Source: an optimization exercise on an open RTL-to-GDS flow (aim: small area). Production flows keep margins and buffers that such runs may drop. The RTL was checked by simulation tests, not by an equivalence proof against the original design. Power figures rest on the tool's default switching activity, not on a simulated workload.

File: flow/design.v
module lcdSync
(
	input wire CLK,
	input wire RST_IN,
	output wire LCD_HSYNC,
	output wire LCD_VSYNC,
	output wire LCD_DEN,
	output wire [9:0] X,
	output wire [8:0] Y
);
reg [9:0] x;
reg [8:0] y;
wire hend = ~x[9] & x[8] & x[7] & x[6] & x[5] & x[0];    
wire vend = y[8] & ~y[7] & y[4] & y[2];                   
always @(posedge CLK)
begin
	if (RST_IN == 1'b0)
	begin
		x <= 10'd983;
		y <= 9'd502;
	end
	else if (hend)
	begin
		x <= 10'd983;
		y <= vend ? 9'd502 : y + 9'd1;
	end
	else
		x <= x + 10'd1;
end
assign LCD_HSYNC = ~x[9] | (&x[5:0]);                     
assign LCD_VSYNC = ~(y[8] & y[7]) | (&y[3:0]);            
assign LCD_DEN = ~x[9] & ~(x[8] & x[7] & x[6] & x[5]) &   
                 (~y[8] | (~y[7] & ~(y[4] & (|y[3:0]))));  
assign X = x;
assign Y = y;
endmodule
module lcdPong
  (
   input wire 	      CLK,
   input wire 	      RST_IN,
   output wire [4:0]  R,
   output wire [5:0]  G,
   output wire [4:0]  B,
   input wire 	      DEN,
   input wire [9:0]   X,    
   input wire [8:0]   Y,    
   output wire [31:0] SEG_HEX_ALL,
   input wire [7:0]   BUTTONS
   );
  wire tick, inc1, inc2;
  wire [7:0] r1, r2, score1, score2;
  wire [8:0] bx, by;
  pongTimer tmr (.CLK(CLK), .RST_IN(RST_IN), .tick(tick));
  pongRacket rk1 (.CLK(CLK), .RST_IN(RST_IN), .up(BUTTONS[0]), .dn(BUTTONS[1]), .r(r1));
  pongRacket rk2 (.CLK(CLK), .RST_IN(RST_IN), .up(BUTTONS[6]), .dn(BUTTONS[7]), .r(r2));
  pongBall ball (.CLK(CLK), .RST_IN(RST_IN), .tick(tick), .r1(r1), .r2(r2),
                 .bx(bx), .by(by), .inc1(inc1), .inc2(inc2));
  pongScores sc (.CLK(CLK), .RST_IN(RST_IN), .inc1(inc1), .inc2(inc2), .score1(score1), .score2(score2));
  pongPixel pix (.CLK(CLK), .RST_IN(RST_IN), .DEN(DEN), .X(X), .Y(Y),
                 .r1(r1), .r2(r2), .bx(bx), .by(by), .R(R), .G(G), .B(B));
  assign SEG_HEX_ALL = {8'b0, score1, 8'b0, score2};
endmodule
module pongTimer (input wire CLK, input wire RST_IN, output wire tick);
  reg [11:0] cpt;
  assign tick = (cpt == 12'd1198);
  always @(posedge CLK)
    if (RST_IN == 0 || tick) cpt <= 0;
    else cpt <= {cpt[10:0], ~(cpt[11] ^ cpt[10] ^ cpt[9] ^ cpt[3])};
endmodule
module pongScores (input wire CLK, input wire RST_IN, input wire inc1, input wire inc2,
                   output reg [7:0] score1, output reg [7:0] score2);
  wire [7:0] nx = (inc1 ? score1 : score2) + 8'd1;
  always @(posedge CLK)
    if (RST_IN == 0) begin score1 <= 0; score2 <= 0; end
    else begin
      if (inc1) score1 <= nx;
      if (inc2) score2 <= nx;
    end
endmodule
module pongScore (input wire CLK, input wire RST_IN, input wire inc, output reg [7:0] score);
  always @(posedge CLK)
    if (RST_IN == 0) score <= 0;
    else if (inc) score <= score + 8'd1;
endmodule
module pongRacket (input wire CLK, input wire RST_IN, input wire up, input wire dn, output reg [7:0] r);
  reg [9:0] s;
  wire u = up & ~dn, d = dn & ~up;
  reg [10:0] cu, cd;
  reg [9:0] sn;
  reg [8:0] ru, rdd;
  reg [7:0] rn;
  integer i;
  always @* begin
    cu[0] = u; cd[0] = d;
    for (i = 0; i < 10; i = i + 1) begin
      cu[i+1] = cu[i] & s[i];
      cd[i+1] = cd[i] & ~s[i];
      sn[i] = s[i] ^ (cu[i] | cd[i]);
    end
    ru[0] = cu[10]; rdd[0] = cd[10];
    for (i = 0; i < 8; i = i + 1) begin
      ru[i+1] = ru[i] & r[i];
      rdd[i+1] = rdd[i] & ~r[i];
      rn[i] = r[i] ^ (ru[i] | rdd[i]);
    end
  end
  always @(posedge CLK)
    if (RST_IN == 0) begin r <= 0; s <= 0; end
    else begin
      s <= sn;
      if (r == 0) r <= 1;
      else if (r[7] & r[6] & r[5] & r[3]) r <= 231;    
      else r <= rn;
    end
endmodule
module pongBall (input wire CLK, input wire RST_IN, input wire tick, input wire [7:0] r1, input wire [7:0] r2,
                 output reg [8:0] bx, output reg [8:0] by, output wire inc1, output wire inc2);
  reg dirX, dirY;
  wire [7:0] rh = bx[8] ? r2 : r1;
  wire [9:0] dh = {1'b0, by} + 10'd5 - {2'b0, rh};
  wire inr = ~dh[9] & (dh[8:0] <= 9'd40);
  wire bx468 = bx[8] & bx[7] & bx[6] & bx[4] & bx[2] & ~bx[1] & ~bx[0];
  wire bx473 = bx[8] & bx[7] & bx[6] & bx[4] & bx[3] & bx[0];
  wire bx507 = bx[8] & bx[7] & bx[6] & bx[5] & ~bx[2];
  wire bx0 = ~(|bx);
  wire hit = inr & (dirX ? bx468 : bx0);
  assign inc1 = tick & ~hit & dirX & bx473;
  assign inc2 = tick & ~hit & ~dirX & bx507;
  wire bounceY = dirY ? (by[8] & by[2] & by[0]) : ~(|by);
  reg [9:0] cx, cy;
  reg [8:0] bxn, byn;
  integer i;
  always @* begin
    cx[0] = 1'b1; cy[0] = 1'b1;
    for (i = 0; i < 9; i = i + 1) begin
      cx[i+1] = cx[i] & ~(bx[i] ^ dirX);
      cy[i+1] = cy[i] & ~(by[i] ^ dirY);
      bxn[i] = bx[i] ^ cx[i];
      byn[i] = by[i] ^ cy[i];
    end
  end
  always @(posedge CLK)
    if (RST_IN == 0) begin
      bx <= 9'd234; by <= 9'd131; dirX <= 1'b1; dirY <= 1'b1;
    end else if (tick) begin
      if (hit) dirX <= ~dirX;
      else if (inc1) bx <= 9'd1;
      else if (inc2) bx <= 9'd467;
      else bx <= bxn;
      if (bounceY) dirY <= ~dirY;
      else by <= byn;
    end
  function automatic le10(input [9:0] a, input [9:0] b);
    integer i;
    reg c;
    begin
      c = 1'b1;
      for (i = 0; i < 10; i = i + 1)
        c = (~a[i] & b[i]) | ((~a[i] | b[i]) & c);
      le10 = c;
    end
  endfunction
endmodule
module pongPixel (input wire CLK, input wire RST_IN, input wire DEN, input wire [9:0] X, input wire [8:0] Y,
                  input wire [7:0] r1, input wire [7:0] r2, input wire [8:0] bx, input wire [8:0] by,
                  output wire [4:0] R, output wire [5:0] G, output wire [4:0] B);
  reg cr, cg;    
  wire [7:0] rd_ = X[8] ? r2 : r1;
  wire [8:0] rd39 = rd_ + 9'd39;
  wire [9:0] bx10 = bx + 10'd10;
  wire [8:0] by10 = by + 9'd10;
  wire x478 = X[8] & X[7] & X[6] & X[4] & X[3] & X[2] & X[1] & ~X[0];
  wire [9:0] dr = {1'b0, Y} - {2'b0, rd_};
  wire gg = (~(|X[8:0]) | x478) & ~dr[9] & (dr[8:0] >= 9'd1) & (dr[8:0] <= 9'd39);
  wire rd = le10(bx, X[8:0]) & le10(X[8:0], bx10) & le10(by, Y) & le10(Y, by10);
  wire wh = ~(|Y) | (Y[8] & (&Y[3:0]));
  always @(posedge CLK)
    if (RST_IN == 0) begin cr <= 0; cg <= 0; end
    else begin
      cr <= DEN & ~gg & (rd | wh);
      cg <= DEN & (gg | (~rd & wh));
    end
  wire cb = cr & cg;
  assign R = {1'b0, {4{cr}}};
  assign G = {6{cg}};
  assign B = {1'b0, {4{cb}}};
  function automatic le10(input [9:0] a, input [9:0] b);
    integer i;
    reg c;
    begin
      c = 1'b1;
      for (i = 0; i < 10; i = i + 1)
        c = (~a[i] & b[i]) | ((~a[i] | b[i]) & c);
      le10 = c;
    end
  endfunction
endmodule
module pong_lcd
  (
   input wire 	      CLK,
   input wire 	      nRST,
   input wire [7:0]   BUTTONS,
   output wire [4:0]  LCD_R,
   output wire [5:0]  LCD_G,
   output wire [4:0]  LCD_B,
   output wire 	      LCD_HSYNC,
   output wire 	      LCD_VSYNC,
   output wire 	      LCD_DEN,
   output wire [31:0] SEG_HEX_ALL
   );
  wire [9:0] x;
  wire [8:0] y;
  lcdSync myLcdSync
    (
     .CLK(CLK),
     .RST_IN(nRST),
     .LCD_HSYNC(LCD_HSYNC),
     .LCD_VSYNC(LCD_VSYNC),
     .LCD_DEN(LCD_DEN),
     .X(x),
     .Y(y)
     );
  lcdPong myLcdPong
    (
     .CLK(CLK),
     .RST_IN(nRST),
     .R(LCD_R),
     .G(LCD_G),
     .B(LCD_B),
     .DEN(LCD_DEN),
     .X(x),
     .Y(y),
     .SEG_HEX_ALL(SEG_HEX_ALL),
     .BUTTONS(BUTTONS)
     );
endmodule
File: flow/flow/run.sh
#!/bin/bash
# Own flow: the standard synthesis, then the combinational logic between the
# standard synthesis's registers is mapped again by ABC for area (the
# registers, their cells and names are kept as they are; four ABC runs with
# different seeds, the smallest netlist is kept), then the standard layout from
# floorplan to finish, with 1x port buffers and a clock tree of clkbuf_8
# without dummy loads, and one tie cell for all constant outputs.
set -euo pipefail
HERE=$(pwd)
R=$HERE/orfs/results/$FLOW_PLATFORM/pong_lcd/base
YOSYS=$(command -v yosys || echo "$FLOW_HOME/../tools/install/yosys/bin/yosys")
LIB=$FLOW_HOME/platforms/$FLOW_PLATFORM/lib/sky130_fd_sc_hd__tt_025C_1v80.lib
T=${RESYN_SECONDS:-300}

bash standard.sh synth > synth.log 2>&1
cp "$R/1_2_yosys.v" "$HERE/std_synth.v"

for s in 0 1 2 3; do
  echo "strash; &get -n; &deepsyn -T $T -S $s; &put; &get -n; &dch -f; &nf -R 1000; &put; topo; dnsize" > area_$s.abc
  sed -e "s|@LIB@|$LIB|g" -e "s|@IN@|$HERE/std_synth.v|g" -e "s|@OUT@|$HERE/resyn_$s.v|g" \
      -e "s|@ABC@|$HERE/area_$s.abc|g" flow/resyn.ys > resyn_$s.ys
  "$YOSYS" -l resyn_$s.log -q resyn_$s.ys > resyn_$s.out 2>&1 &
done
wait
best=""; barea=""
for s in 0 1 2 3; do
  a=$(grep "Chip area for module" resyn_$s.log | tail -1 | awk '{print $NF}')
  echo "seed $s: $a" >> resyn_choice.log
  if [[ -n "$a" && -s resyn_$s.v ]] && { [[ -z "$barea" ]] || awk -v a="$a" -v b="$barea" 'BEGIN{exit !(a<b)}'; }; then
    best=$s; barea=$a
  fi
done
echo "kept seed $best ($barea)" >> resyn_choice.log
cp resyn_$best.v "$R/1_2_yosys.v"
rm -f "$R/1_synth.odb" "$R/1_synth.sdc"
bash standard.sh \
  "BUFFER_PORTS_ARGS=-buffer_cell sky130_fd_sc_hd__buf_1" \
  SKIP_REPAIR_TIE_FANOUT=1 \
  "CTS_ARGS=-sink_clustering_enable -repair_clock_nets -buf_list sky130_fd_sc_hd__clkbuf_8 -dont_use_dummy_load" \
  finish > finish.log 2>&1
File: flow/flow/resyn.ys
# combinational cells as logic, sequential cells kept as they are
read_liberty -ignore_miss_func @LIB@
blackbox sky130_fd_sc_hd__dfxtp_* sky130_fd_sc_hd__dfrtp_* sky130_fd_sc_hd__dfstp_* sky130_fd_sc_hd__edfxtp_* sky130_fd_sc_hd__dfrbp_* sky130_fd_sc_hd__dfsbp_* sky130_fd_sc_hd__dfbbp_* sky130_fd_sc_hd__dfxbp_*
read_verilog @IN@
hierarchy -top pong_lcd
flatten
delete t:$scopeinfo
opt_clean
abc -script @ABC@ -liberty @LIB@ -dont_use sky130_fd_sc_hd__lpflow_* -dont_use sky130_fd_sc_hd__probe*
opt_clean
setundef -zero
splitnets
opt_clean -purge
hilomap -singleton -hicell sky130_fd_sc_hd__conb_1 HI -locell sky130_fd_sc_hd__conb_1 LO
insbuf -buf sky130_fd_sc_hd__buf_1 A X
opt_clean -purge
delete sky130_fd_sc_hd__*
read_liberty -lib -ignore_miss_func @LIB@
stat -liberty @LIB@
write_verilog -noattr -nohex -nodec @OUT@
File: flow/standard.sh
#!/bin/bash
# synth_recipe.tcl (not shown) runs the flow's synth.tcl, then flattens the netlist and writes it again
# the make line also repeats each setting of config.mk as NAME=value (left out here)
make -C /OpenROAD-flow-scripts/flow DESIGN_CONFIG=/design/flow/config.mk WORK_HOME=/design/flow/orfs CLKGATE_MAP_FILE= SYNTH_SCRIPT=/design/flow/synth_recipe.tcl "${@:-finish}"
File: flow/config.mk
export PLATFORM = sky130hd
export DESIGN_NAME = pong_lcd
export DESIGN_NICKNAME = pong_lcd
export VERILOG_FILES = /design/flow/design.v
export SDC_FILE = /design/flow/constraint.sdc
export NUM_CORES = 4
export LEC_CHECK = 0
export CAP_MARGIN = 0
export CORE_MARGIN = 2
export CORE_UTILIZATION = 70
export SLEW_MARGIN = 0
File: flow/constraint.sdc
create_clock -name core_clock -period 10.0 [get_ports {CLK}]
set_input_delay 2.0000 -clock core_clock [delete_from_list [all_inputs] [get_ports {CLK}]]
set_output_delay 2.0000 -clock core_clock [all_outputs]
set_load 0.01 [all_outputs]
==> impl_metrics.yaml <==
timing:
  hold_ws_ns: 0.468
  max_slew_margin_pct: 55.9
  setup-violations-final: 0
  setup_slack_ns: 5.27
  maxSlewViolCount: 0
  worstMarginPinSlew_ns: 0.660
  rsz0062_at_grt: "no"
  finalCritPeriodShare_pct: 47.3
  clock_skew_ns: 0.0391
  max_clock_freq_mhz: 212
  hold_viol_final: 0
  period_needed_ns: 4.73
  setup_tns_ns: 0
global_route:
  grt_max_degree: 70
  overflow: 0
  first_global_vias: 4923
  grt.total_usage_pct: 28.8
  antenna_found_initial: 0
  grt_pass1_wl_microns: 20900
yosys:
  synth_nets: 772
  synth_area_sq_um: 5670
  netlist_instances: 762
  synth_warnings: 6
  postSynthAreaPerCell_sq_um: 7.44
min_path:
  whs_path_depth: 1
  holdPathEnd: "myLcdPong.sc.score2[7]$_SDFFE_PN0P_"
  hold_class: "reg -> reg"
  holdCritStartpoint: "myLcdPong.sc.score2[7]$_SDFFE_PN0P_"
worst_setup_path:
  r2r_start: "myLcdPong.ball.bx[8]$_SDFFE_PN0N_"
  r2r_end: "myLcdPong.ball.bx[2]$_SDFFE_PN0N_"
  reg2regPathDepth: 15
  critPathMaxFanout: 4
  startpoint_type: "primary input"
  worstPathArrival_ns: 5.00
  endpoint_kind: "register"
  reg2reg_slack_ns: 6.66
  cp.required_ns: 10.28
  worstSetupPathType: "in -> reg"
status:
  outcome: "finished clean"
detailed_routing:
  postRouteAntennaNets: 0
  wirelength_microns: 12200
  top_layer: "met4"
  firstDrtPassIters: 7
  drc_errors: 0
  wl_met3_microns: 687
  drt-wirelength-per-cell_microns: 14.1
  vias: 5365
  dr_wl_met2_microns: 5970
  routed_via_density: 6.20
  m1WireLength_microns: 5290
  drt_iter0_drc: 427
place:
  placed_area_sq_um: 5770
  dp_cells: 856
  gp_congestion: 0.825
  hpwl_microns: 8840
  place_ws_ns: 4.95
  portBuffers: 38
clocking:
  clockBufferDepth: 2
  cts-root-buf: "clkbuf_8"
  htreeDepth: 3
  insertion_delay_ns: 0.38
  cts_setup_buffers: 0
  cts.clk_slew.worst_paths_ns: 0.12
  post_cts_resized: 0
  clock-sinks: 105
  cts_made_buffers: 9
  cts_tree: "yes"
  cts_hold_buf: 0
power_and_ir_drop:
  internal-power_mw: 0.536
  switchingPower_mw: 0.181
  ir_drop_uv: 93.9
  power_frac_seq_pct: 62.5
  power_density_nw_per_um2: 122
  p_total_mw: 0.717
  p_leak_nw: 2.20
  comb_power_share_pct: 8.6
  switching_share_pct: 25.2
  clkPwrFrac_pct: 29.0
floorplan:
  die_w_microns: 94.0
  die_area_sq_um: 8840
  die_y_microns: 94.0
  coreArea_sq_um: 7770
  io_pins: 61
  initial_core_util_pct: 73.0
  rows: 32
final_layout:
  fillers: 604
  antennaDiodeCount: 0
  synthToLayoutAreaGrowth_pct: 3.99
  multi_input_area_sq_um: 3300
  fin_util_pct: 75.9
  nets: 775
  seqCellArea_sq_um: 2100
  final_cell_count_no_fill: 865
  drive_gt1_share_pct: 1.44
  finalInstanceArea_sq_um: 5900
job:
  drv_cap: 0
## placed cells by master (no fill, tap or decap), drive strengths merged, types with 3 or more instances in the layout
cell and n:
xnor2 24, and3 25, a22oi 4, nor2b 14, nor2 83, o21ai 74
nand2b 13, nor4b 3, a211oi 4, or3 11, nor3 18, o31ai 4
a32oi 4, nor4 10, nand3 31, or2 4, and2 19, a41oi 3
nand4 7, o22ai 4, clkinv 23, a31oi 9, nor3b 8, buf 38
nand2 80, mux2i 16, xor2 12, clkbuf 10, a21o 3, dfxtp 105
a21oi 68
## power groups by stage
stage | Clock [mW] | Combinational, mW | Sequential, mW
floorplan | 0 | 0.0499 | 0.453
global placement | 0 | 0.0579 | 0.456
detailed placement | 0 | 0.0610 | 0.457
CTS | 0.213 | 0.0613 | 0.448
global route | 0.228 | 0.0706 | 0.451
finish | 0.208 | 0.0615 | 0.448
## layer usage
| layer | vias up | global-route usage, % |
|---|---|---|
| met5 | - | 0 |
| li1 | 2692 | - |
| met2 | 189 | 50.4 |
| met1 | 2456 | 35.5 |
| met4 | 0 | 9.42 |
| met3 | 28 | 5.54 |
## registers in the layout (all words and copies together) (netlist names)
| name | count |
|---|---|
| myLcdPong.sc.score2 | 8 |
| myLcdPong.rk1.s | 10 |
| myLcdPong.rk2.s | 10 |
| myLcdPong.rk2.r | 8 |
| myLcdSync.y | 9 |
| myLcdPong.ball.dirX | 1 |
| myLcdSync.x | 10 |
| myLcdPong.ball.bx | 9 |
| myLcdPong.tmr.cpt | 12 |
| myLcdPong.pix.cr | 1 |
| myLcdPong.ball.by | 9 |
| myLcdPong.sc.score1 | 8 |
| myLcdPong.pix.cg | 1 |
| myLcdPong.ball.dirY | 1 |
| myLcdPong.rk1.r | 8 |
## area by class of cell
type	count	share of cell area (%)
inverters	23	1.46
clock buffers	9	2.10
multi-input cells	587	56.0
flip-flops and latches	105	35.7
well taps	102	2.16
repair buffers	39	2.57
## worst max-delay path, stage by stage
cell and delay, ns:
buf_1 0.12, nor3b_1 0.26, nand2b_1 0.12, or3_1 0.34
or3_1 0.38, nor4_1 0.31, nor2b_1 0.22, nor2b_1 0.27
nand2b_1 0.13, nor3_1 0.31, nand2_1 0.15, o21ai_0 0.17
a21oi_1 0.05, nor3_1 0.16
## worst max-delay path by stage
stage                     from                             to  slack, ns  depth (start not counted)
floorplan           BUTTONS[0]  myLcdPong.rk1.r[6]$_SDFF_PP0_       5.48                         13
global placement    BUTTONS[1]  myLcdPong.rk1.r[6]$_SDFF_PP0_       5.06                         14
detailed placement  BUTTONS[1]  myLcdPong.rk1.r[6]$_SDFF_PP0_       4.95                         14
CTS                 BUTTONS[1]  myLcdPong.rk1.r[6]$_SDFF_PP0_       5.31                         14
global route        BUTTONS[1]  myLcdPong.rk1.r[6]$_SDFF_PP0_       4.78                         14
finish              BUTTONS[1]  myLcdPong.rk1.r[6]$_SDFF_PP0_       5.27                         14

-- port drivers added, routing unchanged --
Ports are ideal in the flow. The routed layout listed here was re-timed in OpenROAD.
Step 1: set_driving_cell puts a clkbuf_16 on CLK and a buf_2 on each other input, an assumption about the parent block.
Step 2 also shifts input and output timing later by t, the mid clock arrival at the registers, as if the neighbouring blocks saw the same clock.
a / b / c = ideal ports / drivers / drivers and shift; a / b = the first two.
t (ns): 0.394
setup WS [ns]: 5.275 / 5.284 / 4.890
worst setup path after step 2: input to register
latest minus earliest clock arrival (ns): 0.039 / 0.039
After both steps this run still meets setup and hold. For this run, drivers alone change the setup slack by +0.009 ns; drivers and shift together by -0.385 ns.
